What follows belongs to an exercise in optimizing a design on an open flow for small area and a short achievable clock period; a production flow would make more cautious choices.
Only simulation tests tie the RTL to the original design; equivalence was not proved.
Power is estimated from default activity; no workload was simulated.

Setup of violet:
==> flow/design.v (excerpt) <==
module pipelined_divider (input             clock,
                          input             reset,
                          input             input_valid,
                          input       [5:0] input_tag,
                          input      [23:0] divisor,
                          input      [31:0] dividend,
                          output reg        output_valid,
                          output reg  [5:0] output_tag,
                          output reg [31:0] quotient,
                          output reg [31:0] remainder);
    reg        v0;
    reg  [5:0] t0;
    reg [31:0] a0;
    reg [23:0] d0;
    reg        z0;
    reg        n0;
    wire       in_z = (divisor == 24'd0);
    always @(posedge clock) begin
        v0 <= reset ? 1'b0 : input_valid;
        t0 <= input_tag;
        a0 <= dividend ^ {32{dividend[31]}};   
        d0 <= {divisor[23:1], divisor[0] | in_z};
        z0 <= in_z;
        n0 <= dividend[31];
    end
    wire [31:0] x0 = a0;
    wire [1:0] x2 = {x0[31], x0[30]};
    wire [1:0] dl2 = d0[1:0];
    wire hz2 = (d0[23:2] == 22'd0);
    wire [3:0] dl2_3 = {2'd0, dl2} + {1'd0, dl2, 1'b0};
    wire [4:0] s2_1 = {3'd0, x2} - {3'd0, dl2};
    wire [4:0] s2_2 = {3'd0, x2} - {2'd0, dl2, 1'b0};
    wire [4:0] s2_3 = {3'd0, x2} - {1'd0, dl2_3};
    wire c2_1 = hz2 & ~s2_1[4], c2_2 = hz2 & ~s2_2[4], c2_3 = hz2 & ~s2_3[4];
    wire [1:0] r2_c = c2_2 ? (c2_3 ? s2_3[1:0] : s2_2[1:0]) : (c2_1 ? s2_1[1:0] : x2[1:0]);
    wire [3:0] x4 = {r2_c, x0[29], x0[28]};
    wire [3:0] dl4 = d0[3:0];
    wire hz4 = (d0[23:4] == 20'd0);
  ...
clock: 7.0 ns
lec_check: 0
abc_area: 1
abc_clock_period_in_ps: 3000
cap_margin: 20
core_margin: 2
core_utilization: 40
cts_cluster_diameter: 80
cts_cluster_size: 30
setup_slack_margin: 4.2
slew_margin: 20
standard.sh (not shown) runs the stock make flow with config.mk's settings and CLKGATE_MAP_FILE= SYNTH_SCRIPT=/design/flow/synth_recipe.tcl, a recipe that flattens the netlist after the stock synthesis.
==> flow/flow/run.sh <==
#!/bin/bash
set -euo pipefail
here=$(cd "$(dirname "$0")" && pwd)
source "$here/vars.sh"
bash standard.sh > flow.log 2>&1
==> flow/flow/vars.sh <==
# ORFS variables for this flow (see run.sh)
# No full-adder cell mapping in synthesis: ABC maps the adders itself.
export ADDER_MAP_FILE=
# Port buffers: a plain buffer rather than the default pick (a delay cell).
export BUFFER_PORTS_ARGS="-buffer_cell sky130_fd_sc_hd__buf_2"
The following lists how ember was set up differently from violet:
Settings: a deleted CTS_CLUSTER_DIAMETER that had been 80; a deleted ABC_AREA that had been 1; a change of SETUP_SLACK_MARGIN from 4.2 to 3.3; a deleted CTS_CLUSTER_SIZE that had been 30.
==> flow/run.sh (new file) <==
#!/bin/bash
# synth_recipe.tcl (not shown) runs the flow's synth.tcl, then flattens the netlist and writes it again
# the make line also repeats each setting of config.mk as NAME=value (left out here)
make -C /OpenROAD-flow-scripts/flow DESIGN_CONFIG=/design/flow/config.mk WORK_HOME=/design/flow/orfs CLKGATE_MAP_FILE= SYNTH_SCRIPT=/design/flow/synth_recipe.tcl finish
removed: flow/flow/run.sh
removed: flow/flow/vars.sh
removed: flow/standard.sh
- Summary of the comparison: worst voltage drop across the vdd grid is higher in ember, relative to violet.
- Critical path depth (higher): ember
- [ember vs violet] worst endpoint data arrival time: higher in ember
- Compared with violet, in ember synthesized cell count lost about 40%; multi-input combinational gate total lower.
- Of the two values seen for main combinational cell family by area after synthesis, compound AO/OA/AOI/OAI gates was produced by ember and simple AND/OR/NAND/NOR gates by violet.
The inputs of indigo differ from those of ember as listed below.
Settings: SETUP_SLACK_MARGIN changed from 3.3 to 4.4; CTS_CLUSTER_DIAMETER newly set to 80; CTS_CLUSTER_SIZE newly set to 30; ABC_AREA newly set to 1.
==> flow/flow/run.sh (new file) <==
#!/bin/bash
set -euo pipefail
here=$(cd "$(dirname "$0")" && pwd)
source "$here/vars.sh"
bash standard.sh > flow.log 2>&1
==> flow/flow/vars.sh (new file) <==
# ORFS variables for this flow (see run.sh)
# No full-adder cell mapping in synthesis: ABC maps the adders itself.
export ADDER_MAP_FILE=
# Port buffers: a plain buffer rather than the default pick (a delay cell).
export BUFFER_PORTS_ARGS="-buffer_cell sky130_fd_sc_hd__buf_2"
==> flow/standard.sh (new file) <==
#!/bin/bash
# synth_recipe.tcl (not shown) runs the flow's synth.tcl, then flattens the netlist and writes it again
# the make line also repeats each setting of config.mk as NAME=value (left out here)
make -C /OpenROAD-flow-scripts/flow DESIGN_CONFIG=/design/flow/config.mk WORK_HOME=/design/flow/orfs CLKGATE_MAP_FILE= SYNTH_SCRIPT=/design/flow/synth_recipe.tcl "${@:-finish}"
removed: flow/run.sh
Results
- Taking ember as the reference, in indigo area used by multi-input combinational logic increased about 12%; sequential cell count essentially unchanged.
- Diff ember -> indigo: number of instances in the synthesized netlist went up by 62%; first-pass GRT wire length went up by about 45%; first-iteration DRC count went up by 5476; mux cell area share after synthesis went down by 3.9 points.
- Shortest clock period the worst path allows after layout improves in indigo relative to ember.
The following lists how cedar was set up differently from indigo:
Settings: CTS_CLUSTER_SIZE no longer set, was 30; ABC_AREA no longer set, was 1; CTS_CLUSTER_DIAMETER no longer set, was 80; SETUP_SLACK_MARGIN now 3.6, was 4.4.
==> flow/run.sh (new file) <==
#!/bin/bash
# synth_recipe.tcl (not shown) runs the flow's synth.tcl, then flattens the netlist and writes it again
# the make line also repeats each setting of config.mk as NAME=value (left out here)
make -C /OpenROAD-flow-scripts/flow DESIGN_CONFIG=/design/flow/config.mk WORK_HOME=/design/flow/orfs CLKGATE_MAP_FILE= SYNTH_SCRIPT=/design/flow/synth_recipe.tcl finish
removed: flow/flow/run.sh
removed: flow/flow/vars.sh
removed: flow/standard.sh
Results
- In cedar relative to indigo, cell count had gone down by more than a quarter.
- Number of instances in the synthesized netlist was lower in cedar than in indigo.
- Switching power summed over all nets (cedar over indigo): decrease, about 22%
- cedar vs indigo: area used by sequential logic in the layout down slightly
- Comparing cedar and indigo, instance count on the critical path is higher on cedar.

-- static timing again, ports no longer ideal --
In the flow no input, the clock included, has a driving cell. The finished layouts below were timed again as built, in two steps. Step 1 assumes that a clkbuf_16 drives the clock port and a buf_2 every other input. Step 2 times the ports against the registers' clock, not the clock port: input delays grow and output delays shrink by t, the midpoint of the rising clock arrivals with the driver on. a / b / c = no drivers / after step 1 / after step 2; a / b = the first two.
| run | shift t [ns] | setup WS [ns] | hold slack, ns |
|---|---|---|---|
| violet | 0.849 | 4.240 / 4.156 / 4.246 | 0.314 / 0.314 / 0.314 |
| ember | 0.901 | 3.429 / 3.429 / 3.429 | 0.286 / 0.286 / 0.286 |
| indigo | 0.847 | 4.246 / 4.162 / 4.304 | 0.314 / 0.314 / 0.314 |
| cedar | 0.886 | 3.580 / 3.580 / 3.580 | 0.311 / 0.311 / 0.311 |
After both steps every run listed still meets setup and hold.
